Context: an optimization exercise on an open-source flow, tuned for a short achievable clock period and few clock cycles. The choices shown serve that exercise and are no tape-out recipe. In this exercise RTL edits were held to simulation tests only and were not proved equivalent to the original. Power is estimated from default activity; no workload was simulated.

==> design/flow/standard.sh <==
#!/bin/bash
# synth_recipe.tcl (not shown) runs the flow's synth.tcl, then flattens the netlist and writes it again
# the make line also repeats each setting of config.mk as NAME=value (left out here)
make -C /OpenROAD-flow-scripts/flow DESIGN_CONFIG=/design/flow/config.mk WORK_HOME=/design/flow/orfs CLKGATE_MAP_FILE= SYNTH_SCRIPT=/design/flow/synth_recipe.tcl "${@:-finish}"
==> design/flow/config.mk <==
export PLATFORM = sky130hd
export DESIGN_NAME = cpu
export DESIGN_NICKNAME = cpu
export VERILOG_FILES = /design/flow/design.v
export SDC_FILE = /design/flow/constraint.sdc
export NUM_CORES = 4
export LEC_CHECK = 0
export ABC_AREA = 1
export ABC_CLOCK_PERIOD_IN_PS = 1000
export CAP_MARGIN = 20
export CORE_MARGIN = 2
export CORE_UTILIZATION = 30
export SETUP_SLACK_MARGIN = 4.3
export SLEW_MARGIN = 20
==> design/flow/design.v <==
module cpu(clk,rst_n, iaddr, instr, wdata, we, addr, re, rdata, hlt);
input clk,rst_n;
input [15:0] instr;
input [15:0] rdata;
output we, re;
output [15:0] iaddr;
output [15:0] addr;
output [15:0] wdata;
output hlt;
function [15:1] oh15;
  input [3:0] r;
  integer i;
  begin
    for (i = 1; i < 16; i = i + 1)
      oh15[i] = (r == i);
  end
endfunction
function [15:0] satadd;
  input [15:0] a, b;
  reg [15:0] s;
  begin
    s = a + b;
    if (a[15] == b[15] && s[15] != a[15])
      satadd = a[15] ? 16'h8000 : 16'h7fff;
    else
      satadd = s;
  end
endfunction
wire        kill_e;           
wire        redirect_ex;      
wire        redirect_id;      
wire        redirect = kill_e | redirect_ex | redirect_id;
wire [15:0] redirect_pc;
reg         stall_id;         
wire        halt_dec;         
reg         halted;
reg  [15:0] pc;
reg  [15:0] ras;              
wire [15:0] pc1 = pc + 16'd1;
wire [3:0]  if_op    = instr[15:12];
wire        if_jal   = (if_op == 4'hD);
wire        if_br    = (if_op == 4'hC) & (|instr[8:0]);
wire        if_jr    = (if_op == 4'hE);
wire [2:0]  if_cc    = instr[11:9];
wire        if_bra   = (if_op == 4'hC);
wire        if_br_pt = if_bra & ((&if_cc) | (if_cc == 3'b000) | (if_cc == 3'b100) | instr[8]);
wire [6:0]  hi9_p1   = pc[15:9] + 7'd1;
wire [6:0]  hi9_m1   = pc[15:9] - 7'd1;
wire [3:0]  hi12_p1  = pc[15:12] + 4'd1;
wire [3:0]  hi12_m1  = pc[15:12] - 4'd1;
wire [9:0]  lo9      = {1'b0, pc[8:0]} + {1'b0, instr[8:0]} + 10'd1;
wire [6:0]  hi9      = (instr[8] == lo9[9]) ? pc[15:9] : lo9[9] ? hi9_p1 : hi9_m1;
wire [15:0] raw9     = {hi9, lo9[8:0]};
wire [12:0] lo12     = {1'b0, pc[11:0]} + {1'b0, instr[11:0]} + 13'd1;
wire [3:0]  hi12     = (instr[11] == lo12[12]) ? pc[15:12] : lo12[12] ? hi12_p1 : hi12_m1;
wire [15:0] raw12    = {hi12, lo12[11:0]};
wire [15:0] pred_pc  = if_jal ? raw12 : if_br_pt ? raw9 : if_jr ? ras : pc1;
wire        special  = redirect | stall_id;
wire [15:0] spec_pc  = redirect ? redirect_pc : pc;
always @(posedge clk, negedge rst_n)
  if (!rst_n)
    pc <= 16'h0000;
  else
    pc <= special ? spec_pc : pred_pc;
always @(posedge clk, negedge rst_n)
  if (!rst_n)
    ras <= 16'h0000;
  else if (!redirect && !stall_id && if_jal)
    ras <= pc1;
assign iaddr = pc;
wire p_add  = (if_op == 4'h0);
wire p_addz = (if_op == 4'h1);
wire p_sub  = (if_op == 4'h2);
wire p_and  = (if_op == 4'h3);
wire p_nor  = (if_op == 4'h4);
wire p_sll  = (if_op == 4'h5);
wire p_srl  = (if_op == 4'h6);
wire p_sra  = (if_op == 4'h7);
wire p_lw   = (if_op == 4'h8);
wire p_sw   = (if_op == 4'h9);
wire p_lhb  = (if_op == 4'hA);
wire p_llb  = (if_op == 4'hB);
wire p_hlt  = (if_op == 4'hF);
wire p_rr    = p_add | p_addz | p_sub | p_and | p_nor;    
wire p_shift = p_sll | p_srl | p_sra;
wire [3:0] p_ra  = p_lhb ? instr[11:8] : (p_llb | if_jal) ? 4'h0 : instr[7:4];
wire [3:0] p_rb  = p_sw ? instr[11:8] : instr[3:0];
wire [3:0] p_dst = if_jal ? 4'hF : instr[11:8];
wire p_use_a = p_rr | p_shift | p_lw | p_sw;
wire p_use_b = p_rr;
reg         v_d;
reg  [15:0] instr_d;
reg  [15:0] pc1_d;
reg         pt_d;             
reg  [15:0] alt_d;            
reg  [15:0] rawb_d;           
reg         rjs_d;            
wire        satb_d = (pc1_d[15] == instr_d[8])  & (rawb_d[15] != pc1_d[15]);
wire        satj_d = (pc1_d[15] == instr_d[11]) & (rjs_d != pc1_d[15]);
reg  [3:0]  ra_d, rb_d, dst_d;
reg  [15:1] ra_oh_d, rb_oh_d;    
reg         d_rr, d_sum, d_sub, d_and, d_nor, d_sll, d_shr, d_sra, d_lhb, d_wr,
            d_addz, d_lw, d_sw, d_setz, d_setnv, d_br, d_jr, d_hlt, d_jal, d_immls;
always @(posedge clk, negedge rst_n)
  if (!rst_n)
    v_d <= 1'b0;
  else if (redirect || halt_dec || halted)
    v_d <= 1'b0;
  else if (!stall_id)
    v_d <= 1'b1;
always @(posedge clk)
  if (!stall_id) begin
    instr_d <= instr;
    pc1_d   <= pc1;
    pt_d    <= if_br_pt;
    alt_d   <= if_jr ? ras : pc1;
    rawb_d  <= raw9;
    rjs_d   <= raw12[15];
    ra_d    <= p_ra;
    rb_d    <= p_rb;
    ra_oh_d <= oh15(p_ra);
    rb_oh_d <= oh15(p_rb);
    dst_d   <= p_dst;
    d_rr    <= p_rr;
    d_sum   <= p_add | p_addz | p_lw | p_sw | p_llb | if_jal;
    d_sub   <= p_sub;
    d_and   <= p_and;
    d_nor   <= p_nor;
    d_sll   <= p_sll;
    d_shr   <= p_srl | p_sra;
    d_sra   <= p_sra;
    d_lhb   <= p_lhb;
    d_wr    <= p_rr | p_shift | p_lw | p_lhb | p_llb | if_jal;
    d_addz  <= p_addz;
    d_lw    <= p_lw;
    d_sw    <= p_sw;
    d_setz  <= p_rr | p_shift;
    d_setnv <= p_add | p_addz | p_sub;
    d_br    <= if_br;
    d_jr    <= if_jr;
    d_hlt   <= p_hlt;
    d_jal   <= if_jal;
    d_immls <= p_lw | p_sw;
  end
reg  [255:16] rf;
wire [255:0]  rf_all = {rf, 16'h0000};
reg  [15:0]   rf_a, rf_b;
integer j;
always @* begin
  rf_a = 16'h0000;
  rf_b = 16'h0000;
  for (j = 1; j < 16; j = j + 1) begin
    rf_a = rf_a | ({16{ra_oh_d[j]}} & rf_all[j*16 +: 16]);
    rf_b = rf_b | ({16{rb_oh_d[j]}} & rf_all[j*16 +: 16]);
  end
end
reg         v_m_wr;           
reg  [3:0]  dst_m;
reg  [15:0] res_m;
reg         re_m, we_m;
reg  [15:0] wdata_m;
reg         jrl_m;            
reg  [15:0] alt_m;            
reg  [15:0] wb_res;           
assign kill_e = jrl_m & (wb_res != alt_m);
wire [15:0] dm_res = re_m ? rdata : res_m;
wire a_dm = v_m_wr & (dst_m == ra_d) & (|ra_d);
wire b_dm = v_m_wr & (dst_m == rb_d) & (|rb_d);
wire [15:0] a_val = a_dm ? dm_res : rf_a;
wire [15:0] y_val = b_dm ? dm_res : rf_b;
wire [15:0] imm_val = d_immls ? {{12{instr_d[3]}}, instr_d[3:0]} :
                      d_jal   ? pc1_d :
                                {{8{instr_d[7]}}, instr_d[7:0]};
wire [15:0] b_val = d_rr ? y_val : imm_val;
wire [15:0] shmask = d_sll ? (16'hffff >> instr_d[3:0]) : (16'hffff << instr_d[3:0]);
reg         v_e;
reg  [15:0] a_e, b_e, c_e, mask_e;
reg         bypC_e;
reg         aL_e;             
reg         f_sum_e, f_sub_e, f_and_e, f_nor_e, f_sll_e, f_shr_e, f_lhb_e, f_sh_e;
reg         sra_e;
reg  [3:0]  shamt_e;
reg  [3:0]  dst_e;
reg         wr_e, addz_e, lw_e, sw_e, setz_e, setnv_e, br_e, jr_e, pt_e;
reg  [2:0]  cc_e;
reg  [15:0] alt_e;
reg         zf, nf, vf;
wire e_live   = v_e & ~kill_e;
wire e_writes = e_live & wr_e & ~(addz_e & ~zf);
wire jr_defer = aL_e;
assign halt_dec = v_d & d_hlt & ~stall_id & ~redirect_ex & ~kill_e;
always @(posedge clk, negedge rst_n)
  if (!rst_n)
    halted <= 1'b0;
  else if (halt_dec)
    halted <= 1'b1;
wire issue = v_d & ~stall_id & ~redirect_ex & ~kill_e & ~halted;
wire ex_setsflags = v_e & (setz_e | setnv_e);
reg  taken_id;
always @* begin
  case (instr_d[11:9])
    3'b000: taken_id = ~zf;
    3'b001: taken_id = zf;
    3'b010: taken_id = ~zf & ~nf;
    3'b011: taken_id = nf;
    3'b100: taken_id = zf | ~nf;
    3'b101: taken_id = nf | zf;
    3'b110: taken_id = vf;
    default: taken_id = 1'b1;
  endcase
end
wire        resolv     = ~ex_setsflags;
wire [15:0] tgt_br_fix = satb_d ? (instr_d[8] ? 16'h8000 : 16'h7fff) : rawb_d;
wire [15:0] alt_id     = (d_br & ~pt_d) ? tgt_br_fix : alt_d;
wire        br_refetch = d_br & pt_d & satb_d;
assign redirect_id = v_d & ~redirect_ex & ~kill_e &
                     ((d_jal & satj_d) | br_refetch |
                      (d_br & resolv & (taken_id ^ pt_d)));
wire [15:0] id_target  = d_jal ? (instr_d[11] ? 16'h8000 : 16'h7fff) :
                         (pt_d & ~satb_d) ? pc1_d : tgt_br_fix;
always @(posedge clk, negedge rst_n)
  if (!rst_n)
    stall_id <= 1'b0;
  else
    stall_id <= (issue & d_lw & (|dst_d) &
                 ((p_use_a & (p_ra == dst_d)) | (p_use_b & (p_rb == dst_d)))) |
                (issue & d_jr & p_hlt & e_writes & lw_e & (dst_e == ra_d) & (|ra_d));
always @(posedge clk, negedge rst_n)
  if (!rst_n) begin
    v_e <= 1'b0;
  end else begin
    v_e <= issue & ~d_hlt;
  end
wire [15:0] res_e;            
wire bypA_n = e_writes & (dst_e == ra_d) & (|ra_d);
wire bypY_n = e_writes & (dst_e == rb_d) & (|rb_d);
always @(posedge clk) begin
  a_e     <= bypA_n ? res_e : a_val;
  b_e     <= (bypY_n & d_rr) ? (d_sub ? ~res_e : res_e) : (d_sub ? ~b_val : b_val);
  c_e     <= y_val;
  mask_e  <= shmask;
  bypC_e  <= bypY_n;
  aL_e    <= bypA_n & lw_e;
  f_sum_e <= d_sum;
  f_sub_e <= d_sub;
  f_and_e <= d_and;
  f_nor_e <= d_nor;
  f_sll_e <= d_sll;
  f_shr_e <= d_shr;
  f_sh_e  <= d_sll | d_shr;
  f_lhb_e <= d_lhb;
  sra_e   <= d_sra;
  shamt_e <= instr_d[3:0];
  dst_e   <= dst_d;
  wr_e    <= d_wr;
  addz_e  <= d_addz;
  lw_e    <= d_lw;
  sw_e    <= d_sw;
  setz_e  <= d_setz;
  setnv_e <= d_setnv;
  br_e    <= d_br & (~resolv | (pt_d & satb_d));    
  jr_e    <= d_jr;
  pt_e    <= pt_d;
  cc_e    <= instr_d[11:9];
  alt_e   <= alt_id;
end
wire [15:0] A = a_e;
wire [15:0] B = b_e;
wire [15:0] Bx  = B;          
wire [16:0] sum1 = {A, 1'b1} + {Bx, f_sub_e};
wire [15:0] sum = sum1[16:1];
wire sat_pos = ~A[15] & ~Bx[15] &  sum[15];
wire sat_neg =  A[15] &  Bx[15] & ~sum[15];
wire ovf = sat_pos | sat_neg;
wire [15:0] sum_sat = sat_pos ? 16'h7fff : sat_neg ? 16'h8000 : sum;
wire [15:0] shl = A << shamt_e;
wire        shin = sra_e & A[15];
wire [15:0] shr1 = shamt_e[0] ? {shin, A[15:1]} : A;
wire [15:0] shr2 = shamt_e[1] ? {{2{shin}}, shr1[15:2]} : shr1;
wire [15:0] shr4 = shamt_e[2] ? {{4{shin}}, shr2[15:4]} : shr2;
wire [15:0] shr  = shamt_e[3] ? {{8{shin}}, shr4[15:8]} : shr4;
wire [7:0] lhb_lo = aL_e ? rdata[7:0] : a_e[7:0];
assign res_e = ({16{f_sum_e | f_sub_e}} & sum_sat) |
                    ({16{f_and_e}} & (A & B)) |
                    ({16{f_nor_e}} & ~(A | B)) |
                    ({16{f_sll_e}} & shl) |
                    ({16{f_shr_e}} & shr) |
                    ({16{f_lhb_e}} & {b_e[7:0], lhb_lo});
wire [15:0] c_fwd = bypC_e ? dm_res : c_e;
wire        f_ar_e = f_sum_e | f_sub_e;
wire [15:0] kin    = {A[14:0] | Bx[14:0], f_sub_e};
wire [15:0] zbits  = ({16{f_ar_e}}  & ~(A ^ Bx ^ kin)) |
                     ({16{f_and_e}} & ~(A & B)) |
                     ({16{f_nor_e}} &  (A | B)) |
                     ({16{f_sh_e}}  & ~(A & mask_e));
wire   z_e = (&zbits) & ~(f_ar_e & A[15] & Bx[15]);
always @(posedge clk, negedge rst_n)
  if (!rst_n) begin
    zf <= 1'b0; nf <= 1'b0; vf <= 1'b0;
  end else begin
    if (e_live & setz_e)  zf <= z_e;
    if (e_live & setnv_e) begin nf <= ovf ? A[15] : sum[15]; vf <= ovf; end
  end
reg taken;
always @* begin
  case (cc_e)
    3'b000: taken = ~zf;
    3'b001: taken = zf;
    3'b010: taken = ~zf & ~nf;
    3'b011: taken = nf;
    3'b100: taken = zf | ~nf;
    3'b101: taken = nf | zf;
    3'b110: taken = vf;
    default: taken = 1'b1;
  endcase
end
wire jr_neq = (a_e != alt_e);
wire br_mis = e_live & br_e & (taken ^ pt_e);
wire jr_mis = e_live & jr_e & ~jr_defer & jr_neq;
assign redirect_ex = br_mis | jr_mis;
assign redirect_pc = kill_e ? wb_res : redirect_ex ? (jr_e ? a_e : alt_e) : id_target;
always @(posedge clk, negedge rst_n)
  if (!rst_n) begin
    v_m_wr <= 1'b0;
    re_m   <= 1'b0;
    we_m   <= 1'b0;
    jrl_m  <= 1'b0;
  end else begin
    v_m_wr <= e_writes;
    re_m   <= e_live & lw_e;
    we_m   <= e_live & sw_e;
    jrl_m  <= e_live & jr_e & jr_defer;
  end
always @(posedge clk) begin
  alt_m   <= alt_e;
  wb_res  <= dm_res;
  dst_m   <= dst_e;
  res_m   <= res_e;
  wdata_m <= c_fwd;
end
integer k;
always @(posedge clk)
  for (k = 1; k < 16; k = k + 1)
    if (v_m_wr && (dst_m == k))
      rf[k*16 +: 16] <= dm_res;
assign addr  = res_m;
assign re    = re_m;
assign we    = we_m;
assign wdata = wdata_m;
assign hlt   = halted;
endmodule
==> design/flow/flow/run.sh <==
#!/bin/bash
# The standard layout (the standard.sh) with two changes:
#  - synthesis does not map adders onto the library's full/half-adder cells
#    (ADDER_MAP_FILE left empty), so abc restructures the carry logic for
#    speed; registers are unchanged;
#  - every input and output port is still buffered, but with buf_4 instead
#    of the delay-cell buffer buffer_ports picks by itself.
# make's full output goes to make.log in the work folder.
set -euo pipefail
bash standard.sh ADDER_MAP_FILE= "BUFFER_PORTS_ARGS=-buffer_cell sky130_fd_sc_hd__buf_4" finish > make.log 2>&1
==> design/flow/constraint.sdc <==
create_clock -name core_clock -period 6.2 [get_ports {clk}]
set_input_delay 1.2400 -clock core_clock [delete_from_list [all_inputs] [get_ports {clk}]]
set_output_delay 1.2400 -clock core_clock [all_outputs]
set_load 0.01 [all_outputs]
==> results of run 1 <==
## synth_stat cells (9+ instances only)
library cell	number
nand2_1	1024
edfxtp_1	364
inv_1	326
o21ai_0	315
nor2_1	248
dfxtp_1	179
a21oi_1	142
nand3_1	136
clkbuf_1	114
nand4_1	73
xor2_1	55
a221oi_1	45
dfrtp_1	43
buf_2	31
nand2_2	28
a22o_1	26
nor3_1	25
o211ai_1	25
a211oi_1	22
o2111ai_1	22
a31oi_1	17
o22ai_1	17
o21ai_1	16
nor2_2	15
xnor2_1	15
o21a_1	10
nor4_1	9
or2_2	9
## power breakdown
| group | switching, mW | internal [mW] | leakage [nW] |
|---|---|---|---|
| clock | 1.65 | 2.36 | 1.05 |
| sequential | 0.740 | 5.11 | 5.60 |
| combinational | 4.13 | 2.74 | 10.3 |
| total | 6.52 | 10.2 | 16.9 |
## worst reg2reg max path, delay by kind of cell (launching register included)
family	cells	cell delay, ps
AND/OR/NAND/NOR	8	640
buffers and inverters	5	730
AO/OA/AOI/OAI	4	550
XOR/XNOR	1	160
flip-flops	1	370
## per-layer routing
layer  vias up  wire (µm)
met5         -        117
met1     13800      50900
met2      1902      51500
met4         6       6100
li1      12700          -
met3       391      14800
## path summary, 6_finish.rpt
path,start,end,slack (ps),cells after the start
min in group asynchronous,rst_n,ras[14],620,1
max reg2reg,a_e[0],b_e[4],3630,18
max in group asynchronous,rst_n,re_m,5050,1
min reg2reg,d_wr,wr_e,340,0
max,a_e[0],b_e[4],3630,18
min,d_wr,wr_e,340,0
## per-stage QoR
stage / hold WS (ps) / utilization / power (mW) / area [µm²]
after detailed placement: 327 / 0.331 / 10.0 / 32000
final: 339 / 0.430 / 16.7 / 41600
after global placement: 326 / 0.331 / 10.0 / 32000
after floorplan: 323 / - / 8.35 / 30200
after global routing: 346 / 0.430 / 17.3 / 41600
after CTS: 341 / 0.407 / 15.6 / 39400
## cells by family after synthesis
kind of cell           after synthesis
flip-flops                         586
buffers and inverters              497
multiplexers                         2
XOR/XNOR                            72
AND/OR/NAND/NOR                   1599
AO/OA/AOI/OAI                      705
## area by class of cell
cell class / instances / area [µm²] / area share
timing repair buffer: 540 / 5260 / 0.127
clock buffer: 69 / 1570 / 0.0377
multi-input combinational: 2385 / 15000 / 0.361
inverter: 337 / 1660 / 0.0400
tap: 1276 / 1600 / 0.0384
clock inverter: 45 / 608 / 0.0146
timing repair inverter: 8 / 76.3 / 0.00184
sequential: 586 / 15800 / 0.380
## what timing repair did
| item | 4_1_cts | 5_1_grt |
|---|---|---|
| pin swaps | 181 | 151 |
| setup buffers | 296 | 106 |
| endpoints found under the setup margin | 321 | 301 |
| cloned | 25 | 1 |
| gates resized for setup | 713 | 373 |
==> impl_metrics.env, run 1 <==
export IMPL_synthArstFlopShare=0.0734
export IMPL_synth_cell_types=71
export IMPL_numPortBuffers=84
export IMPL_wl_per_cell_um=23.5
export IMPL_synth_nets=3495
export IMPL_setup_tns_ps=0
export IMPL_syn_area_per_cell_um2=8.46
export IMPL_grt_max_degree=94
export IMPL_post_place_cells=4704
export IMPL_synthMuxAreaShare=0.000684
export IMPL_vdd_ir_drop_worst_mv=0.268
export IMPL_cp_start_kind="flop"
export IMPL_syn_inst=3461
export IMPL_drive_above_1_share=0.371
export IMPL_die_area_mm2=0.100
export IMPL_groute_layer_met2_usage=0.342
export IMPL_slowest_stage="dfxtp_4"
export IMPL_first_pass_iters=6
export IMPL_slew_headroom=0.357
export IMPL_pin_count=85
export IMPL_grt_busiest_layer="met2"
export IMPL_synth_simple_area_share=0.231
export IMPL_coreArea_mm2=0.0967
export IMPL_rows=114
export IMPL_htree_levels=2
export IMPL_cp_max_fo=5
export IMPL_synth_top_family_by_area="simple AND/OR/NAND/NOR gates"
export IMPL_drc_errors=0
export IMPL_pre_cts_ws_ps=2640
export IMPL_place_gp_congestion=0.987
export IMPL_crit_top_cell="buf_6"
export IMPL_netlist_top_cells_area="edfxtp_1 (37%), nand2_1 (13%), dfxtp_1 (12%)"
export IMPL_rsz0062_at_grt="yes"
export IMPL_cp_top_family="buffers and inverters"
export IMPL_synth_compound_area_share=0.146
export IMPL_final_cells=5246
export IMPL_antenna_cells=0
export IMPL_period_needed_ps=2570
export IMPL_areaGrowthSynthToFinish_pct=41.9
export IMPL_ant_nets=0
export IMPL_p_per_area_mw_per_mm2=403
export IMPL_leakagePower_nw=16.9
export IMPL_yosysTopAreaCell="edfxtp_1"
export IMPL_synth_area_mm2=0.0293
export IMPL_synth_xor_area_share=0.0220
export IMPL_criticalPathCategory="flop to flop"
export IMPL_cts_tree="done"
export IMPL_hold_viol=0
export IMPL_maxCapViolCount=0
export IMPL_crit_buf_inv=5
export IMPL_finalMaxSlewViolations=0
export IMPL_min_period_over_period=0.414
export IMPL_final_common_cell="nand2_1"
export IMPL_ys_seq_elements=586
export IMPL_use_met1=0.338
export IMPL_worst_pin_slew_ps=965
export IMPL_fin_skew_ps=31.4
export IMPL_max_stage_delay_ps=370
export IMPL_drt_total_wl_um=123000
export IMPL_nets=3952
export IMPL_final_cell_mix="nand2_1 (815), edfxtp_1 (364), buf_4 (340)"
export IMPL_synthAdderAreaFrac=0
export IMPL_vias=28800
export IMPL_drt_iter0_drc=3775
export IMPL_crit_chain="clkinvlp_4, buf_6, buf_6, buf_6, nand2_4, a21oi_2, o21ai_1, nand2_1, a31oi_4, buf_6, xor2_4, o21ai_2, nand2_2, nand2_4, nand2_2, nand2_2, nand2_1, nand2_1"
export IMPL_cts_sinks=586
export IMPL_grt_pass1_vias=26500
export IMPL_synth_ff_type="edfxtp_1"
export IMPL_clk_pin_slew_ps=70
export IMPL_required_ps=6720
export IMPL_start_util=0.303
export IMPL_top_register="rf"
export IMPL_cts_buffers=60
export IMPL_grt_pass1_wl_um=175000
export IMPL_synth_seq_area_share=0.532
export IMPL_crit_path_end_kind="flop"
export IMPL_synth_edff_count=364
export IMPL_dieWidth_um=316
export IMPL_postCtsHoldBufs=0
export IMPL_largest_register_ffs=240
export IMPL_ys_warnings_count=1
export IMPL_via_per_inst=5.50
export IMPL_setup_ws_ps=3630
export IMPL_root_buffer="clkbuf_16"
export IMPL_cts_max_path_buffers=3
export IMPL_die_y_um=316
export IMPL_grt_ovfl_total=0
export IMPL_yosys_area_top_type_share=0.373
export IMPL_arrival_ps=3090
export IMPL_grt_use_total=0.235
export IMPL_hpwlAfterDp_um=79300
export IMPL_globalRouteMet3Util=0.0500
export IMPL_fmaxAchievable_mhz=390
export IMPL_clock_latency_ps=650
export IMPL_hold_class="flop to flop"
export IMPL_antenna_found_initial=4
export IMPL_status="complete, no violations"
export IMPL_fill_cells=9045
export IMPL_setup_viol=0
Testbench counts, summed over its fixed seeds: cycles 68,708.
==> run 2, diff against run 1 <==
--- a/design/flow/design.v
+++ b/design/flow/design.v
@@ -7,14 +7,6 @@
 output [15:0] addr;
 output [15:0] wdata;
 output hlt;
-function [15:1] oh15;
-  input [3:0] r;
-  integer i;
-  begin
-    for (i = 1; i < 16; i = i + 1)
-      oh15[i] = (r == i);
-  end
-endfunction
 function [15:0] satadd;
   input [15:0] a, b;
   reg [15:0] s;
@@ -36,7 +28,9 @@
 reg         halted;
 reg  [15:0] pc;
 reg  [15:0] ras;              
-wire [15:0] pc1 = pc + 16'd1;
+reg  [15:0] ras1;             
+reg  [15:0] pc1r;             
+wire [15:0] pc1 = pc1r;
 wire [3:0]  if_op    = instr[15:12];
 wire        if_jal   = (if_op == 4'hD);
 wire        if_br    = (if_op == 4'hC) & (|instr[8:0]);
@@ -44,29 +38,46 @@
 wire [2:0]  if_cc    = instr[11:9];
 wire        if_bra   = (if_op == 4'hC);
 wire        if_br_pt = if_bra & ((&if_cc) | (if_cc == 3'b000) | (if_cc == 3'b100) | instr[8]);
-wire [6:0]  hi9_p1   = pc[15:9] + 7'd1;
-wire [6:0]  hi9_m1   = pc[15:9] - 7'd1;
-wire [3:0]  hi12_p1  = pc[15:12] + 4'd1;
-wire [3:0]  hi12_m1  = pc[15:12] - 4'd1;
-wire [9:0]  lo9      = {1'b0, pc[8:0]} + {1'b0, instr[8:0]} + 10'd1;
-wire [6:0]  hi9      = (instr[8] == lo9[9]) ? pc[15:9] : lo9[9] ? hi9_p1 : hi9_m1;
+wire        pc1_neg  = pc1[15];                        
+wire [6:0]  hi9_p1   = pc1[15:9] + 7'd1;
+wire [6:0]  hi9_m1   = pc1[15:9] - 7'd1;
+wire [3:0]  hi12_p1  = pc1[15:12] + 4'd1;
+wire [3:0]  hi12_m1  = pc1[15:12] - 4'd1;
+wire [9:0]  lo9      = {1'b0, pc1[8:0]} + {1'b0, instr[8:0]};
+wire [6:0]  hi9      = (instr[8] == lo9[9]) ? pc1[15:9] : lo9[9] ? hi9_p1 : hi9_m1;
 wire [15:0] raw9     = {hi9, lo9[8:0]};
-wire [12:0] lo12     = {1'b0, pc[11:0]} + {1'b0, instr[11:0]} + 13'd1;
-wire [3:0]  hi12     = (instr[11] == lo12[12]) ? pc[15:12] : lo12[12] ? hi12_p1 : hi12_m1;
+wire        ovf9     = (pc1_neg == instr[8]) & (raw9[15] != pc1_neg);
+wire [9:0]  lo9p     = {1'b0, pc1[8:0]} + {1'b0, instr[8:0]} + 10'd1;
+wire [6:0]  hi9p     = (instr[8] == lo9p[9]) ? pc1[15:9] : lo9p[9] ? hi9_p1 : hi9_m1;
+wire [15:0] raw9p    = {hi9p, lo9p[8:0]};
+wire [12:0] lo12     = {1'b0, pc1[11:0]} + {1'b0, instr[11:0]};
+wire [3:0]  hi12     = (instr[11] == lo12[12]) ? pc1[15:12] : lo12[12] ? hi12_p1 : hi12_m1;
 wire [15:0] raw12    = {hi12, lo12[11:0]};
+wire        ovf12    = (pc1_neg == instr[11]) & (raw12[15] != pc1_neg);
+wire [12:0] lo12p    = {1'b0, pc1[11:0]} + {1'b0, instr[11:0]} + 13'd1;
+wire [3:0]  hi12p    = (instr[11] == lo12p[12]) ? pc1[15:12] : lo12p[12] ? hi12_p1 : hi12_m1;
+wire [15:0] raw12p   = {hi12p, lo12p[11:0]};
 wire [15:0] pred_pc  = if_jal ? raw12 : if_br_pt ? raw9 : if_jr ? ras : pc1;
+wire [15:0] pred_pc1 = if_jal ? raw12p : if_br_pt ? raw9p : if_jr ? ras1 : pc1 + 16'd1;
 wire        special  = redirect | stall_id;
 wire [15:0] spec_pc  = redirect ? redirect_pc : pc;
+wire [15:0] spec_pc1 = redirect ? redirect_pc + 16'd1 : pc1;
 always @(posedge clk, negedge rst_n)
-  if (!rst_n)
-    pc <= 16'h0000;
-  else
-    pc <= special ? spec_pc : pred_pc;
+  if (!rst_n) begin
+    pc   <= 16'h0000;
+    pc1r <= 16'h0001;
+  end else begin
+    pc   <= special ? spec_pc : pred_pc;
+    pc1r <= special ? spec_pc1 : pred_pc1;
+  end
 always @(posedge clk, negedge rst_n)
-  if (!rst_n)
-    ras <= 16'h0000;
-  else if (!redirect && !stall_id && if_jal)
-    ras <= pc1;
+  if (!rst_n) begin
+    ras  <= 16'h0000;
+    ras1 <= 16'h0001;
+  end else if (!redirect && !stall_id && if_jal) begin
+    ras  <= pc1;
+    ras1 <= pc1 + 16'd1;
+  end
 assign iaddr = pc;
 wire p_add  = (if_op == 4'h0);
 wire p_addz = (if_op == 4'h1);
@@ -94,11 +105,8 @@
 reg         pt_d;             
 reg  [15:0] alt_d;            
 reg  [15:0] rawb_d;           
-reg         rjs_d;            
-wire        satb_d = (pc1_d[15] == instr_d[8])  & (rawb_d[15] != pc1_d[15]);
-wire        satj_d = (pc1_d[15] == instr_d[11]) & (rjs_d != pc1_d[15]);
+reg         satb_d, satj_d;   
 reg  [3:0]  ra_d, rb_d, dst_d;
-reg  [15:1] ra_oh_d, rb_oh_d;    
 reg         d_rr, d_sum, d_sub, d_and, d_nor, d_sll, d_shr, d_sra, d_lhb, d_wr,
             d_addz, d_lw, d_sw, d_setz, d_setnv, d_br, d_jr, d_hlt, d_jal, d_immls;
 always @(posedge clk, negedge rst_n)
@@ -115,11 +123,10 @@
     pt_d    <= if_br_pt;
     alt_d   <= if_jr ? ras : pc1;
     rawb_d  <= raw9;
-    rjs_d   <= raw12[15];
+    satb_d  <= ovf9;
+    satj_d  <= ovf12;
     ra_d    <= p_ra;
     rb_d    <= p_rb;
-    ra_oh_d <= oh15(p_ra);
-    rb_oh_d <= oh15(p_rb);
     dst_d   <= p_dst;
     d_rr    <= p_rr;
     d_sum   <= p_add | p_addz | p_lw | p_sw | p_llb | if_jal;
@@ -144,16 +151,8 @@
   end
 reg  [255:16] rf;
 wire [255:0]  rf_all = {rf, 16'h0000};
-reg  [15:0]   rf_a, rf_b;
-integer j;
-always @* begin
-  rf_a = 16'h0000;
-  rf_b = 16'h0000;
-  for (j = 1; j < 16; j = j + 1) begin
-    rf_a = rf_a | ({16{ra_oh_d[j]}} & rf_all[j*16 +: 16]);
-    rf_b = rf_b | ({16{rb_oh_d[j]}} & rf_all[j*16 +: 16]);
-  end
-end
+wire [15:0]   rf_a = rf_all[ra_d*16 +: 16];
+wire [15:0]   rf_b = rf_all[rb_d*16 +: 16];
 reg         v_m_wr;           
 reg  [3:0]  dst_m;
 reg  [15:0] res_m;
@@ -236,7 +235,7 @@
 wire bypY_n = e_writes & (dst_e == rb_d) & (|rb_d);
 always @(posedge clk) begin
   a_e     <= bypA_n ? res_e : a_val;
-  b_e     <= (bypY_n & d_rr) ? (d_sub ? ~res_e : res_e) : (d_sub ? ~b_val : b_val);
+  b_e     <= (bypY_n & d_rr) ? res_e : b_val;
   c_e     <= y_val;
   mask_e  <= shmask;
   bypC_e  <= bypY_n;
@@ -266,7 +265,7 @@
 end
 wire [15:0] A = a_e;
 wire [15:0] B = b_e;
-wire [15:0] Bx  = B;          
+wire [15:0] Bx  = f_sub_e ? ~B : B;
 wire [16:0] sum1 = {A, 1'b1} + {Bx, f_sub_e};
 wire [15:0] sum = sum1[16:1];
 wire sat_pos = ~A[15] & ~Bx[15] &  sum[15];
--- a/design/flow/config.mk
+++ b/design/flow/config.mk
@@ -9,6 +9,6 @@
 export ABC_CLOCK_PERIOD_IN_PS = 1000
 export CAP_MARGIN = 20
 export CORE_MARGIN = 2
-export CORE_UTILIZATION = 30
-export SETUP_SLACK_MARGIN = 4.3
+export CORE_UTILIZATION = 40
+export SETUP_SLACK_MARGIN = 3.8
 export SLEW_MARGIN = 20
==> run 2 against run 1 <==
- non-clock buffer count fell by 91
- worst hold slack lost 0.94 ps
- power grew 2.0%
- sequential power about the same
- largest power group unchanged
==> impl_metrics.env, run 2 <==
export IMPL_status="complete, no violations"
export IMPL_largest_register_ffs=240
export IMPL_cts_tree="done"
export IMPL_top_register="rf"
export IMPL_finalMaxSlewViolations=0
export IMPL_vdd_ir_drop_worst_mv=0.282
export IMPL_crit_path_end_kind="flop"
export IMPL_htree_levels=3
export IMPL_via_per_inst=5.88
export IMPL_ys_seq_elements=589
export IMPL_cp_start_kind="flop"
export IMPL_cts_max_path_buffers=3
export IMPL_worst_hold_slack_ps=338
export IMPL_setup_tns_ps=0
export IMPL_rows=103
export IMPL_synth_most_common_cell="nand2_1"
export IMPL_die_y_um=285
export IMPL_vias=31600
export IMPL_cp_max_fo=7
export IMPL_fmaxAchievable_mhz=343
export IMPL_drc_errors=0
export IMPL_nets=4305
export IMPL_drt_total_wl_um=131000
export IMPL_netlist_top_cells_area="edfxtp_1 (32%), dfxtp_1 (11%), nand2_1 (11%)"
export IMPL_hpwlAfterDp_um=85300
export IMPL_yosys_area_top_type_share=0.318
export IMPL_final_cell_mix="nand2_1 (715), inv_1 (382), o21ai_0 (366)"
export IMPL_hold_viol=0
export IMPL_synth_seq_area_share=0.491
export IMPL_synth_ff_type="edfxtp_1"
export IMPL_syn_inst=3922
export IMPL_areaGrowthSynthToFinish_pct=31.8
export IMPL_synth_edff_count=335
export IMPL_setup_viol=0
export IMPL_drive_above_1_share=0.283
export IMPL_grt_max_degree=82
export IMPL_pin_count=85
export IMPL_start_util=0.402
export IMPL_synth_nets=3956
export IMPL_coreArea_mm2=0.0786
export IMPL_p_per_area_mw_per_mm2=410
export IMPL_clk_pin_slew_ps=60
export IMPL_min_period_over_period=0.471
export IMPL_criticalPathCategory="flop to flop"
export IMPL_cts_buffers=68
export IMPL_place_gp_congestion=0.998
export IMPL_syn_area_per_cell_um2=8.06
export IMPL_ys_warnings_count=1
export IMPL_root_buffer="clkbuf_16"
export IMPL_synth_area_mm2=0.0316
export IMPL_synth_commonest_cells="nand2_1 (905), inv_1 (439), o21ai_0 (431), edfxtp_1 (335), nor2_1 (310)"
export IMPL_drt_iter0_drc=4258
export IMPL_worst_pin_slew_ps=1050
export IMPL_yosysTopAreaCell="edfxtp_1"
export IMPL_fin_skew_ps=40.9
export IMPL_grt_use_total=0.305
export IMPL_grt_ovfl_total=0
export IMPL_ant_nets=0
export IMPL_grt_pass1_vias=28400
export IMPL_maxCapViolCount=0
export IMPL_synth_cell_types=73
export IMPL_slowest_stage="dfxtp_4"
export IMPL_arrival_ps=3420
export IMPL_max_stage_delay_ps=360
export IMPL_required_ps=6700
export IMPL_synthArstFlopShare=0.127
export IMPL_period_needed_ps=2920
export IMPL_grt_pass1_wl_um=186000
export IMPL_rsz0062_at_grt="yes"
export IMPL_final_common_cell="nand2_1"
export IMPL_crit_top_cell="nand2_4"
export IMPL_cts_sinks=589
export IMPL_die_area_mm2=0.0813
export IMPL_antenna_found_initial=4
export IMPL_clock_latency_ps=640
export IMPL_first_pass_iters=14
export IMPL_wl_per_cell_um=24.4
export IMPL_hold_class="flop to flop"
export IMPL_leakagePower_nw=17.4
export IMPL_crit_chain="buf_12, clkinvlp_4, buf_12, nand2_4, nand2_4, nand2_4, buf_6, a21oi_4, inv_2, a21oi_4, nand2_4, a21oi_4, buf_12, nor2_4, clkinv_4, buf_12, nand2_4, nand2_2, nand4_1, buf_6, buf_4"
export IMPL_numPortBuffers=84
export IMPL_dieWidth_um=285
export IMPL_slew_headroom=0.296
run 2: changes by cell type in the layout (fill, tap and decap cells not counted), moves of 36 or more:
cell,delta
o21ai_0,+198
inv_1,+173
a21oi_1,+125
nand2_1,-100
nor2_1,+82
o221ai_1,+80
buf_6,-75
nand3_1,+73
dfrtp_1,+42
nand4_1,-40
dfxtp_1,+37
o21ai_1,-36
run 2: repair_timing:
item / in CTS / in global routing
hold buffers: 0 / 0
endpoints found under the setup margin: 167 / 239
cloned: 22 / 6
setup buffers: 166 / 138
resized for setup: 423 / 430
pin swaps: 114 / 156
run 2: cells by family (layout without fill, tap and decap cells):
family	count (synthesis)	count (layout)	share of synthesized area
AOI/OAI and AO/OA	1014	1014	0.190
xor gates and xnor gates	45	45	0.0139
buffers and inverters	673	1068	0.0838
and+or+nand+nor	1574	1582	0.211
muxes	27	27	0.00946
other	0	3	0
DFF	589	589	0.491
run 2: metrics by stage:
stage / total power [mW] / setup slack [ps] / utilization / instance area (µm²) / instances
final: 17.1 / 3280 / 0.530 / 41700 / 5378
after global routing: 17.7 / 3240 / 0.530 / 41600 / 5375
after CTS: 15.9 / 3400 / 0.495 / 39000 / 5231
after detailed placement: 10.7 / 2230 / 0.426 / 33500 / 4919
after global placement: 10.8 / 2240 / 0.426 / 33500 / 4919
after floorplan: 8.69 / 3190 / - / 31900 / 3922
run 2: layer usage:
metal | wire length (µm) | share of wire | GRT usage | vias up
met5 | 13 | 0.000099 | 0 | -
met2 | 56800 | 0.43 | 0.460 | 2016
met3 | 14000 | 0.11 | 0.0571 | 415
li1 | - | - | - | 14100
met1 | 53400 | 0.41 | 0.425 | 15000
met4 | 7020 | 0.053 | 0.136 | 2
run 2: worst max-delay path: cells and delay by family (launching register included):
kind,cells,cell delay (ps)
buffers and inverters,10,1370
AOI/OAI and AO/OA,3,460
DFF,1,360
and+or+nand+nor,8,590
run 2: path summary, 6_finish.rpt:
| kind | startpoint | end | slack [ps] | cells after the start |
|---|---|---|---|---|
| min in group asynchronous | rst_n | ras[8] | 670 | 1 |
| hold reg to reg | d_sub | f_sub_e | 340 | 0 |
| max in group asynchronous | rst_n | re_m | 4930 | 1 |
| setup reg to reg | f_sub_e | res_m[2] | 3280 | 21 |
| hold / removal | d_sub | f_sub_e | 340 | 0 |
| setup / recovery | f_sub_e | res_m[2] | 3280 | 21 |
run 2: final cells by class:
class,count,area (µm²)
Fill cell,7130,37000
Multi-Input combinational cell,2668,16000
Sequential cell,589,15600
Timing Repair Buffer,449,4260
Inverter,479,2010
Clock buffer,98,1950
Tap cell,1050,1310
Clock inverter,26,312
Timing Repair inverter,16,168
Antenna cell,3,7.51
run 2: report_power, final:
part | switching [mW] | internal (mW) | total (mW) | leakage (nW)
clock network | 1.70 | 2.39 | 4.09 | 1.11
registers | 0.747 | 5.08 | 5.83 | 5.65
logic | 4.53 | 2.61 | 7.14 | 10.6
total | 6.98 | 10.1 | 17.1 | 17.4
Testbench counts of run 2, summed over its fixed seeds: cycles 68,708.
==> run 3, diff against run 2 <==
--- a/design/flow/design.v
+++ b/design/flow/design.v
@@ -28,9 +28,7 @@
 reg         halted;
 reg  [15:0] pc;
 reg  [15:0] ras;              
-reg  [15:0] ras1;             
-reg  [15:0] pc1r;             
-wire [15:0] pc1 = pc1r;
+wire [15:0] pc1 = pc + 16'd1;
 wire [3:0]  if_op    = instr[15:12];
 wire        if_jal   = (if_op == 4'hD);
 wire        if_br    = (if_op == 4'hC) & (|instr[8:0]);
@@ -38,46 +36,43 @@
 wire [2:0]  if_cc    = instr[11:9];
 wire        if_bra   = (if_op == 4'hC);
 wire        if_br_pt = if_bra & ((&if_cc) | (if_cc == 3'b000) | (if_cc == 3'b100) | instr[8]);
-wire        pc1_neg  = pc1[15];                        
-wire [6:0]  hi9_p1   = pc1[15:9] + 7'd1;
-wire [6:0]  hi9_m1   = pc1[15:9] - 7'd1;
-wire [3:0]  hi12_p1  = pc1[15:12] + 4'd1;
-wire [3:0]  hi12_m1  = pc1[15:12] - 4'd1;
+wire [6:0]  h9       = pc1[15:9];
+wire [6:0]  h9_p1    = h9 + 7'd1;
+wire [6:0]  h9_m1    = h9 - 7'd1;
+wire        ov9_p    = (h9 == 7'h3f);
+wire        ov9_m    = (h9 == 7'h40);
 wire [9:0]  lo9      = {1'b0, pc1[8:0]} + {1'b0, instr[8:0]};
-wire [6:0]  hi9      = (instr[8] == lo9[9]) ? pc1[15:9] : lo9[9] ? hi9_p1 : hi9_m1;
-wire [15:0] raw9     = {hi9, lo9[8:0]};
-wire        ovf9     = (pc1_neg == instr[8]) & (raw9[15] != pc1_neg);
-wire [9:0]  lo9p     = {1'b0, pc1[8:0]} + {1'b0, instr[8:0]} + 10'd1;
-wire [6:0]  hi9p     = (instr[8] == lo9p[9]) ? pc1[15:9] : lo9p[9] ? hi9_p1 : hi9_m1;
-wire [15:0] raw9p    = {hi9p, lo9p[8:0]};
+wire        s9       = instr[8];
+wire        c9       = lo9[9];
+wire [6:0]  tb_hi    = (s9 == c9) ? h9 :
+                       c9 ? (ov9_p ? 7'h3f : h9_p1) : (ov9_m ? 7'h40 : h9_m1);
+wire [8:0]  tb_lo    = (~s9 & c9 & ov9_p) ? 9'h1ff : (s9 & ~c9 & ov9_m) ? 9'h000 : lo9[8:0];
+wire [15:0] tgt_br   = {tb_hi, tb_lo};
+wire [3:0]  h12      = pc1[15:12];
+wire [3:0]  h12_p1   = h12 + 4'd1;
+wire [3:0]  h12_m1   = h12 - 4'd1;
+wire        ov12_p   = (h12 == 4'h7);
+wire        ov12_m   = (h12 == 4'h8);
 wire [12:0] lo12     = {1'b0, pc1[11:0]} + {1'b0, instr[11:0]};
-wire [3:0]  hi12     = (instr[11] == lo12[12]) ? pc1[15:12] : lo12[12] ? hi12_p1 : hi12_m1;
-wire [15:0] raw12    = {hi12, lo12[11:0]};
-wire        ovf12    = (pc1_neg == instr[11]) & (raw12[15] != pc1_neg);
-wire [12:0] lo12p    = {1'b0, pc1[11:0]} + {1'b0, instr[11:0]} + 13'd1;
-wire [3:0]  hi12p    = (instr[11] == lo12p[12]) ? pc1[15:12] : lo12p[12] ? hi12_p1 : hi12_m1;
-wire [15:0] raw12p   = {hi12p, lo12p[11:0]};
-wire [15:0] pred_pc  = if_jal ? raw12 : if_br_pt ? raw9 : if_jr ? ras : pc1;
-wire [15:0] pred_pc1 = if_jal ? raw12p : if_br_pt ? raw9p : if_jr ? ras1 : pc1 + 16'd1;
+wire        s12      = instr[11];
+wire        c12      = lo12[12];
+wire [3:0]  tj_hi    = (s12 == c12) ? h12 :
+                       c12 ? (ov12_p ? 4'h7 : h12_p1) : (ov12_m ? 4'h8 : h12_m1);
+wire [11:0] tj_lo    = (~s12 & c12 & ov12_p) ? 12'hfff : (s12 & ~c12 & ov12_m) ? 12'h000 : lo12[11:0];
+wire [15:0] tgt_jal  = {tj_hi, tj_lo};
+wire [15:0] pred_pc  = if_jal ? tgt_jal : if_br_pt ? tgt_br : if_jr ? ras : pc1;
 wire        special  = redirect | stall_id;
 wire [15:0] spec_pc  = redirect ? redirect_pc : pc;
-wire [15:0] spec_pc1 = redirect ? redirect_pc + 16'd1 : pc1;
 always @(posedge clk, negedge rst_n)
-  if (!rst_n) begin
-    pc   <= 16'h0000;
-    pc1r <= 16'h0001;
-  end else begin
-    pc   <= special ? spec_pc : pred_pc;
-    pc1r <= special ? spec_pc1 : pred_pc1;
-  end
+  if (!rst_n)
+    pc <= 16'h0000;
+  else
+    pc <= special ? spec_pc : pred_pc;
 always @(posedge clk, negedge rst_n)
-  if (!rst_n) begin
-    ras  <= 16'h0000;
-    ras1 <= 16'h0001;
-  end else if (!redirect && !stall_id && if_jal) begin
-    ras  <= pc1;
-    ras1 <= pc1 + 16'd1;
-  end
+  if (!rst_n)
+    ras <= 16'h0000;
+  else if (!redirect && !stall_id && if_jal)
+    ras <= pc1;
 assign iaddr = pc;
 wire p_add  = (if_op == 4'h0);
 wire p_addz = (if_op == 4'h1);
@@ -104,8 +99,6 @@
 reg  [15:0] pc1_d;
 reg         pt_d;             
 reg  [15:0] alt_d;            
-reg  [15:0] rawb_d;           
-reg         satb_d, satj_d;   
 reg  [3:0]  ra_d, rb_d, dst_d;
 reg         d_rr, d_sum, d_sub, d_and, d_nor, d_sll, d_shr, d_sra, d_lhb, d_wr,
             d_addz, d_lw, d_sw, d_setz, d_setnv, d_br, d_jr, d_hlt, d_jal, d_immls;
@@ -121,10 +114,7 @@
     instr_d <= instr;
     pc1_d   <= pc1;
     pt_d    <= if_br_pt;
-    alt_d   <= if_jr ? ras : pc1;
-    rawb_d  <= raw9;
-    satb_d  <= ovf9;
-    satj_d  <= ovf12;
+    alt_d   <= if_jr ? ras : if_br_pt ? pc1 : tgt_br;
     ra_d    <= p_ra;
     rb_d    <= p_rb;
     dst_d   <= p_dst;
@@ -208,15 +198,7 @@
     default: taken_id = 1'b1;
   endcase
 end
-wire        resolv     = ~ex_setsflags;
-wire [15:0] tgt_br_fix = satb_d ? (instr_d[8] ? 16'h8000 : 16'h7fff) : rawb_d;
-wire [15:0] alt_id     = (d_br & ~pt_d) ? tgt_br_fix : alt_d;
-wire        br_refetch = d_br & pt_d & satb_d;
-assign redirect_id = v_d & ~redirect_ex & ~kill_e &
-                     ((d_jal & satj_d) | br_refetch |
-                      (d_br & resolv & (taken_id ^ pt_d)));
-wire [15:0] id_target  = d_jal ? (instr_d[11] ? 16'h8000 : 16'h7fff) :
-                         (pt_d & ~satb_d) ? pc1_d : tgt_br_fix;
+assign redirect_id = v_d & d_br & ~ex_setsflags & (taken_id ^ pt_d) & ~redirect_ex & ~kill_e;
 always @(posedge clk, negedge rst_n)
   if (!rst_n)
     stall_id <= 1'b0;
@@ -257,21 +239,27 @@
   sw_e    <= d_sw;
   setz_e  <= d_setz;
   setnv_e <= d_setnv;
-  br_e    <= d_br & (~resolv | (pt_d & satb_d));    
+  br_e    <= d_br & ex_setsflags;       
   jr_e    <= d_jr;
   pt_e    <= pt_d;
   cc_e    <= instr_d[11:9];
-  alt_e   <= alt_id;
+  alt_e   <= alt_d;
 end
 wire [15:0] A = a_e;
 wire [15:0] B = b_e;
 wire [15:0] Bx  = f_sub_e ? ~B : B;
-wire [16:0] sum1 = {A, 1'b1} + {Bx, f_sub_e};
-wire [15:0] sum = sum1[16:1];
-wire sat_pos = ~A[15] & ~Bx[15] &  sum[15];
-wire sat_neg =  A[15] &  Bx[15] & ~sum[15];
-wire ovf = sat_pos | sat_neg;
-wire [15:0] sum_sat = sat_pos ? 16'h7fff : sat_neg ? 16'h8000 : sum;
+wire [8:0]  slo  = {1'b0, A[7:0]} + {1'b0, Bx[7:0]} + {8'd0, f_sub_e};
+wire [7:0]  shi0 = A[15:8] + Bx[15:8];
+wire [7:0]  shi1 = A[15:8] + Bx[15:8] + 8'd1;
+wire        c8   = slo[8];
+wire        same = (A[15] == Bx[15]);
+wire        ovf0 = same & (shi0[7] != A[15]);
+wire        ovf1 = same & (shi1[7] != A[15]);
+wire [7:0]  sat_hi = {A[15], {7{~A[15]}}};
+wire [7:0]  ar_hi0 = ovf0 ? sat_hi : shi0;
+wire [7:0]  ar_hi1 = ovf1 ? sat_hi : shi1;
+wire        ovf  = c8 ? ovf1 : ovf0;
+wire [15:0] sum_sat = {c8 ? ar_hi1 : ar_hi0, ovf ? {8{~A[15]}} : slo[7:0]};
 wire [15:0] shl = A << shamt_e;
 wire        shin = sra_e & A[15];
 wire [15:0] shr1 = shamt_e[0] ? {shin, A[15:1]} : A;
@@ -292,13 +280,13 @@
                      ({16{f_and_e}} & ~(A & B)) |
                      ({16{f_nor_e}} &  (A | B)) |
                      ({16{f_sh_e}}  & ~(A & mask_e));
-wire   z_e = (&zbits) & ~(f_ar_e & A[15] & Bx[15]);
+wire        z_e    = (&zbits) & ~(f_ar_e & A[15] & Bx[15]);
 always @(posedge clk, negedge rst_n)
   if (!rst_n) begin
     zf <= 1'b0; nf <= 1'b0; vf <= 1'b0;
   end else begin
     if (e_live & setz_e)  zf <= z_e;
-    if (e_live & setnv_e) begin nf <= ovf ? A[15] : sum[15]; vf <= ovf; end
+    if (e_live & setnv_e) begin nf <= sum_sat[15]; vf <= ovf; end
   end
 reg taken;
 always @* begin
@@ -317,7 +305,7 @@
 wire br_mis = e_live & br_e & (taken ^ pt_e);
 wire jr_mis = e_live & jr_e & ~jr_defer & jr_neq;
 assign redirect_ex = br_mis | jr_mis;
-assign redirect_pc = kill_e ? wb_res : redirect_ex ? (jr_e ? a_e : alt_e) : id_target;
+assign redirect_pc = kill_e ? wb_res : redirect_ex ? (jr_e ? a_e : alt_e) : alt_d;
 always @(posedge clk, negedge rst_n)
   if (!rst_n) begin
     v_m_wr <= 1'b0;
--- a/design/flow/config.mk
+++ b/design/flow/config.mk
@@ -5,8 +5,7 @@
 export SDC_FILE = /design/flow/constraint.sdc
 export NUM_CORES = 4
 export LEC_CHECK = 0
-export ABC_AREA = 1
-export ABC_CLOCK_PERIOD_IN_PS = 1000
+export ABC_CLOCK_PERIOD_IN_PS = 2200
 export CAP_MARGIN = 20
 export CORE_MARGIN = 2
 export CORE_UTILIZATION = 40
==> run 3 against run 2 <==
- synthesized cell count decreased by 32%
- maximum frequency fell by 16%
- worst setup slack got worse by 560 ps
- first-iteration DRC count shrank 35%
- clock skew grew 18 ps
- design area is 12% lower
- critical endpoint is now alt_d[14]
- sequential share of layout area up 1.5 points
- non-clock buffer count decreased by 84
- global-route usage decreased by 2.6 points
- combinational power down 16%
- largest cell class unchanged
- critical path type is now primary input to flop
- power down 14%
- critical path depth shrank 5
==> impl_metrics.env, run 3 <==
export IMPL_first_pass_iters=6
export IMPL_dieWidth_um=274
export IMPL_synth_edff_count=316
export IMPL_final_cells=3880
export IMPL_regArea_mm2=0.0143
export IMPL_final_cell_mix="edfxtp_1 (316), buf_4 (266), nand2_1 (216)"
export IMPL_netlist_top_cells_area="edfxtp_1 (33%), dfxtp_1 (12%), mux4_2 (10%)"
export IMPL_synth_cell_types=102
export IMPL_top_register="rf"
export IMPL_grt_ovfl_total=0
export IMPL_synth_nets=2688
export IMPL_setup_tns_ps=0
export IMPL_cts_max_path_buffers=3
export IMPL_fill_cells=6439
export IMPL_numPortBuffers=84
export IMPL_period_needed_ps=3480
export IMPL_vdd_ir_drop_worst_mv=0.351
export IMPL_areaGrowthSynthToFinish_pct=25.6
export IMPL_start_util=0.402
export IMPL_finalMaxSlewViolations=0
export IMPL_criticalPathCategory="primary input to flop"
export IMPL_drc_errors=0
export IMPL_placed_area_mm2=0.0310
export IMPL_post_place_cells=3546
export IMPL_pin_count=85
export IMPL_nets=2906
export IMPL_ys_seq_elements=538
export IMPL_grt_pass1_wl_um=155000
export IMPL_clk_pin_slew_ps=60
export IMPL_via_per_inst=6.14
export IMPL_ys_warnings_count=1
export IMPL_crit_chain="buf_6, a211oi_4, nor3b_2, o221a_4, maj3_2, o211ai_4, buf_4, buf_6, a31oi_4, o211ai_1, buf_4, a311oi_2, a311oi_2, nand2_1, o21ai_1, a21oi_1"
export IMPL_synth_seq_area_share=0.485
export IMPL_fin_skew_ps=58.5
export IMPL_drt_iter0_drc=2775
export IMPL_ant_nets=0
export IMPL_min_period_over_period=0.561
export IMPL_setup_viol=0
export IMPL_grt_use_total=0.279
export IMPL_arrival_ps=3860
export IMPL_largest_register_ffs=240
export IMPL_required_ps=6580
export IMPL_root_buffer="clkbuf_16"
export IMPL_wl_per_cell_um=27.5
export IMPL_antenna_found_initial=2
export IMPL_cts_tree="done"
export IMPL_fmaxAchievable_mhz=287
export IMPL_coreArea_mm2=0.0726
export IMPL_synth_area_mm2=0.0292
export IMPL_cp_top_family="compound AO/OA/AOI/OAI gates"
export IMPL_die_area_mm2=0.0751
export IMPL_synth_ff_type="edfxtp_1"
export IMPL_worst_pin_slew_ps=1100
export IMPL_p_per_area_mw_per_mm2=403
export IMPL_die_y_um=274
export IMPL_rows=99
export IMPL_final_cell_area_mm2=0.0366
export IMPL_syn_area_per_cell_um2=11.0
export IMPL_hold_viol=0
export IMPL_yosysTopAreaCell="edfxtp_1"
export IMPL_status="complete, no violations"
export IMPL_cts_sinks=538
export IMPL_leakagePower_nw=13.5
export IMPL_hold_class="flop to flop"
export IMPL_hpwlAfterDp_um=69400
export IMPL_slew_headroom=0.269
export IMPL_final_common_cell="edfxtp_1"
export IMPL_cts_buffers=58
export IMPL_vias=23800
export IMPL_crit_path_end_kind="flop"
export IMPL_synth_most_common_cell="edfxtp_1"
export IMPL_maxCapViolCount=0
export IMPL_drive_above_1_share=0.360
export IMPL_synth_commonest_cells="edfxtp_1 (316), nand2_1 (227), o21ai_0 (212), nor2_1 (196), dfxtp_1 (179)"
export IMPL_clock_latency_ps=660
export IMPL_rsz0062_at_grt="yes"
export IMPL_crit_buf_inv=4
export IMPL_yosys_area_top_type_share=0.325
export IMPL_grt_pass1_vias=23000
export IMPL_setup_ws_ps=2720
export IMPL_multi_input_area_mm2=0.0155
export IMPL_grt_max_degree=81
export IMPL_syn_inst=2654
export IMPL_synthArstFlopShare=0.0799
export IMPL_max_stage_delay_ps=370
export IMPL_cp_start_kind="primary input"
export IMPL_cp_max_fo=8
export IMPL_drt_total_wl_um=107000
export IMPL_slowest_stage="maj3_2"
export IMPL_pre_cts_ws_ps=1720
export IMPL_place_gp_congestion=0.964
export IMPL_htree_levels=2
[run 3: changes by cell type in the layout (fill, tap and decap cells not counted), sizes merged, moves of 86 or more]
cell,before,now
inv,462,77
mux2,23,109
mux4,0,133
nand2,933,227
nand3,226,35
nor2,332,197
o21ai,463,218
xnor2,11,104
[run 3: repair_timing]
action	4_1_cts	5_1_grt
cloned	10	1
resized for setup	349	136
setup buffers	168	46
pin swaps	120	86
hold buffers	0	0
setup endpoints to repair	157	132
[run 3: power breakdown]
part / internal [mW] / leakage [nW] / switching (mW)
registers: 4.66 / 5.04 / 0.678
logic: 2.64 / 7.53 / 3.34
clock network: 1.92 / 0.930 / 1.50
[run 3: cell type report]
type	instances	area share
Antenna cell	1	0.0000683
Inverter	81	0.00909
Clock inverter	29	0.00639
Clock buffer	79	0.0451
Tap cell	959	0.0328
Timing Repair Buffer	365	0.0932
Multi-Input combinational cell	1828	0.423
Sequential cell	538	0.390
[run 3: kinds of logic (layout without fill, tap and decap cells)]
family          Yosys count  in the layout  synth area share
flops                   538            538             0.485
compound gates          691            692             0.153
fa+ha+maj                10             10           0.00352
simple gates            671            674             0.108
mux                     311            311             0.168
buf+inv                 292            554            0.0390
other cells               0              1                 0
xor+xnor                141            141            0.0432
[run 3: stage by stage]
stage / hold slack [ps] / total power, mW / util
2_1_floorplan: 323 / 8.10 / -
3_3_place_gp: 326 / 9.72 / 0.427
3_5_place_dp: 327 / 9.75 / 0.427
4_1_cts: 337 / 14.2 / 0.492
5_1_grt: 341 / 15.3 / 0.504
6_report: 337 / 14.7 / 0.504
[run 3: path summary, 6_finish.rpt]
path                                  end  slack [ps]     start  depth (start not counted)
worst max-delay path            alt_d[14]        2720  instr[1]                         16
worst min-delay path                sra_e         340     d_sra                          0
worst max register to register     pc[14]        2760     pc[1]                         14
worst min register to register      sra_e         340     d_sra                          0
max in group asynchronous              zf        5000     rst_n                          1
min in group asynchronous         ras[13]         640     rst_n                          1
[run 3: per-layer routing]
layer,routed length (µm),track usage
met1,44200,0.374
met4,4980,0.119
met5,0,0
met3,8760,0.0543
met2,48900,0.442
Testbench counts of run 3, summed over its fixed seeds: cycles 68,708.
==> run 4, diff against run 3 <==
--- a/design/flow/config.mk
+++ b/design/flow/config.mk
@@ -8,6 +8,7 @@
 export ABC_CLOCK_PERIOD_IN_PS = 2200
 export CAP_MARGIN = 20
 export CORE_MARGIN = 2
-export CORE_UTILIZATION = 40
+export CORE_UTILIZATION = 55
+export PLACE_DENSITY = 0.7
 export SETUP_SLACK_MARGIN = 3.8
 export SLEW_MARGIN = 20
==> run 4 against run 3 <==
- count of clock-buffer cells in the layout down 4
- synthesized cell count is the same
- design area decreased by 0.30%
- combinational power is 3% higher
- final cell count is 6.8% lower
- area after synthesis stayed put
- routed wire length is 1.8% lower
- worst hold slack got worse by 8.6 ps
- clock power about the same
- largest power group unchanged
- highest routed layer is now met5
==> impl_metrics.env, run 4 <==
export IMPL_status="complete, no violations"
export IMPL_yosys_area_top_type_share=0.325
export IMPL_p_per_area_mw_per_mm2=405
export IMPL_wl_per_cell_um=29.0
export IMPL_p_int_mw=9.25
export IMPL_largest_register_ffs=240
export IMPL_synth_xor_area_share=0.0432
export IMPL_criticalPathCategory="primary input to flop"
export IMPL_crit_end="pc[0]"
export IMPL_top_register="rf"
export IMPL_postCtsHoldBufs=0
export IMPL_root_buffer="clkbuf_16"
export IMPL_crit_start="instr[0]"
export IMPL_groute_layer_met2_usage=0.573
export IMPL_leakagePower_nw=13.6
export IMPL_rows=84
export IMPL_period_needed_ps=3620
export IMPL_p_sw_frac=0.375
export IMPL_synth_compound_area_share=0.153
export IMPL_first_pass_iters=6
export IMPL_use_met1=0.508
export IMPL_yosysTopAreaCell="edfxtp_1"
export IMPL_synth_cell_types=102
export IMPL_nets=2914
export IMPL_rsz0062_at_grt="yes"
export IMPL_pin_count=85
export IMPL_grt_busiest_layer="met2"
export IMPL_reg2reg_depth=13
export IMPL_slew_headroom=0.356
export IMPL_finalMaxSlewViolations=0
export IMPL_crit_path_end_kind="flop"
export IMPL_grt_pass1_vias=23200
export IMPL_drt_iter0_drc=3225
export IMPL_synth_edff_count=316
export IMPL_ys_seq_elements=538
export IMPL_synthAdderAreaFrac=0.00352
export IMPL_ant_nets=0
export IMPL_p_switching_mw=5.55
export IMPL_grt_use_total=0.376
export IMPL_grt_ovfl_total=0
export IMPL_drc_errors=0
export IMPL_worst_hold_slack_ps=329
export IMPL_fmaxAchievable_mhz=276
export IMPL_final_cell_mix="edfxtp_1 (316), buf_4 (275), nand2_1 (220)"
export IMPL_worst_pin_slew_ps=965
export IMPL_place_gp_congestion=0.975
export IMPL_netlist_top_cells_area="edfxtp_1 (33%), dfxtp_1 (12%), mux4_2 (10%)"
export IMPL_globalRouteMet3Util=0.0700
export IMPL_numPortBuffers=84
export IMPL_die_y_um=234
export IMPL_synthMuxAreaShare=0.168
export IMPL_maxCapViolCount=0
export IMPL_whs_path_depth=0
export IMPL_synth_ff_type="edfxtp_1"
export IMPL_reg2reg_from="pc[1]"
export IMPL_syn_area_per_cell_um2=11.0
export IMPL_start_util=0.556
export IMPL_grt_pass1_wl_um=151000
export IMPL_grt_max_degree=69
export IMPL_worstReg2RegEnd="pc[0]"
export IMPL_synth_top_family_by_area="multiplexers"
export IMPL_rrSetupSlack_ps=2670
export IMPL_cts_buffers=54
export IMPL_areaGrowthSynthToFinish_pct=25.2
export IMPL_vias=24600
export IMPL_vdd_ir_drop_worst_mv=0.322
export IMPL_p_clk_frac=0.229
export IMPL_cts_max_path_buffers=3
export IMPL_seqPwrFrac=0.355
export IMPL_synth_simple_area_share=0.108
export IMPL_via_per_inst=6.79
export IMPL_clk_pin_slew_ps=70
export IMPL_synth_seq_area_share=0.485
export IMPL_synth_nets=2688
export IMPL_drive_above_1_share=0.365
export IMPL_comb_power_share=0.415
export IMPL_synth_area_mm2=0.0292
export IMPL_fill_cells=3606
export IMPL_cts_sinks=538
export IMPL_ys_warnings_count=1
export IMPL_arrival_ps=4140
export IMPL_hold_viol=0
export IMPL_setup_viol=0
export IMPL_required_ps=6720
export IMPL_die_area_mm2=0.0549
export IMPL_hold_class="flop to flop"
export IMPL_syn_inst=2654
export IMPL_min_period_over_period=0.584
export IMPL_dieWidth_um=234
export IMPL_cp_max_fo=7
export IMPL_synth_commonest_cells="edfxtp_1 (316), nand2_1 (227), o21ai_0 (212), nor2_1 (196), dfxtp_1 (179)"
export IMPL_final_common_cell="edfxtp_1"
export IMPL_synth_most_common_cell="edfxtp_1"
export IMPL_clock_latency_ps=650
export IMPL_setup_tns_ps=0
export IMPL_coreArea_mm2=0.0524
export IMPL_fin_skew_ps=39.1
export IMPL_cts_tree="done"
export IMPL_cp_start_kind="primary input"
export IMPL_hpwlAfterDp_um=66000
export IMPL_antenna_found_initial=3
export IMPL_drt_total_wl_um=105000
export IMPL_synthArstFlopShare=0.0799
export IMPL_htree_levels=2
## run 4: cell types whose count changed in the layout (fill, tap and decap cells not counted), moves of 5 or more
| cell | delta |
|---|---|
| buf_4 | +9 |
| nor3_2 | +5 |
| dfxtp_2 | -7 |
| nand2_2 | -5 |
| dfxtp_1 | +6 |
| clkinv_1 | -6 |
| xnor2_2 | -6 |
| buf_6 | +9 |
## run 4: cell type report
type / count / area, µm² / share of cell area
Antenna cell: 2 / 5.00 / 0.000137
Inverter: 81 / 335 / 0.00918
Clock inverter: 27 / 256 / 0.00703
Clock buffer: 75 / 1600 / 0.0437
Timing Repair Buffer: 378 / 3530 / 0.0968
Sequential cell: 538 / 14300 / 0.391
Tap cell: 688 / 861 / 0.0236
Multi-Input combinational cell: 1826 / 15600 / 0.428
Timing Repair inverter: 1 / 5.00 / 0.000137
## run 4: worst max-delay path: stages
cell,delay (ps)
buf_12,110
o21a_1,170
o22a_1,180
o221a_4,260
maj3_2,360
o211ai_4,130
a222oi_1,150
o22a_1,220
maj3_2,380
nor4_4,310
or2_4,220
o21ai_2,70
a221o_1,330
## run 4: power by group through the flow
stage | clock, mW | sequential [mW] | combinational (mW)
floorplan | 0 | 4.98 | 3.12
global placement | 0 | 5.33 | 4.21
detailed placement | 0 | 5.34 | 4.26
CTS | 3.41 | 5.21 | 5.44
global route | 3.54 | 5.30 | 6.47
finish | 3.39 | 5.26 | 6.15
## run 4: cells by family (layout without fill, tap and decap cells)
family | Yosys count | in the layout
compound gates | 691 | 693
flops | 538 | 538
mux | 311 | 311
simple gates | 671 | 671
other cells | 0 | 2
fa+ha+maj | 10 | 10
xor+xnor | 141 | 141
buf+inv | 292 | 562
## run 4: layer usage
metal / wire (µm) / vias to the layer above
met1: 40300 / 12100
met5: 11 / -
met4: 7430 / 2
met3: 10400 / 417
met2: 46800 / 1631
li1: - / 10400
## run 4: metrics by stage
stage	worst slack [ps]	util	std cells	area, µm²	power, mW
4_1_cts	2680	0.673	3544	35300	14.1
2_1_floorplan	2210	-	2654	29600	8.10
3_3_place_gp	1660	0.583	3266	30600	9.54
3_5_place_dp	1680	0.583	3266	30600	9.61
6_report	2580	0.696	3616	36500	14.8
5_1_grt	2550	0.696	3614	36500	15.3
## run 4: how the worst min path moves through the flow
| stage | start | endpoint | slack [ps] |
|---|---|---|---|
| floorplan | d_addz | addz_e | 320 |
| global placement | d_wr | wr_e | 320 |
| detailed placement | d_sum | f_sum_e | 330 |
| CTS | d_setnv | setnv_e | 330 |
| global route | d_sra | sra_e | 330 |
| finish | d_setnv | setnv_e | 330 |
## run 4: what timing repair did
action | in CTS | in global routing
gates cloned | 9 | 2
pin swaps | 103 | 101
resized for setup | 344 | 169
setup buffers | 167 | 68
endpoints found under the hold margin | 0 | 0
endpoints found under the setup margin | 151 | 146

## afterwards: timing with drivers on the ports
Ports are ideal in the flow. The routed layouts listed here were re-timed in OpenROAD. Step 1: set_driving_cell puts a clkbuf_16 on clk and a buf_2 on each other input, an assumption about the parent block. Step 2 moves the port delays by t, midway between the first and last clock arrival at a register: inputs arrive t later, outputs are due t later. That takes back most of the time a late clock gives input paths. Slacks: no drivers / after step 1 / after step 2; pairs: no drivers / after step 1.
run | t (ns) | setup WS [ns] | hold WS [ns] | clock arrival spread, ns | cell pins on the clock port's net
run 1 | 0.706 | 3.633 / 3.578 / 2.997 | 0.339 / 0.339 / 0.339 | 0.034 / 0.034 | 1
run 2 | 0.686 | 3.281 / 3.281 / 2.626 | 0.338 / 0.338 / 0.338 | 0.041 / 0.041 | 1
run 3 | 0.697 | 2.721 / 2.751 / 2.055 | 0.337 / 0.337 / 0.337 | 0.059 / 0.059 | 1
run 4 | 0.698 | 2.578 / 2.586 / 1.888 | 0.329 / 0.329 / 0.329 | 0.040 / 0.040 | 1
After both steps every run listed still meets setup and hold. The setup slack of run 4, which loses most, moves by +0.008 ns with the drivers and by -0.690 ns with both steps.
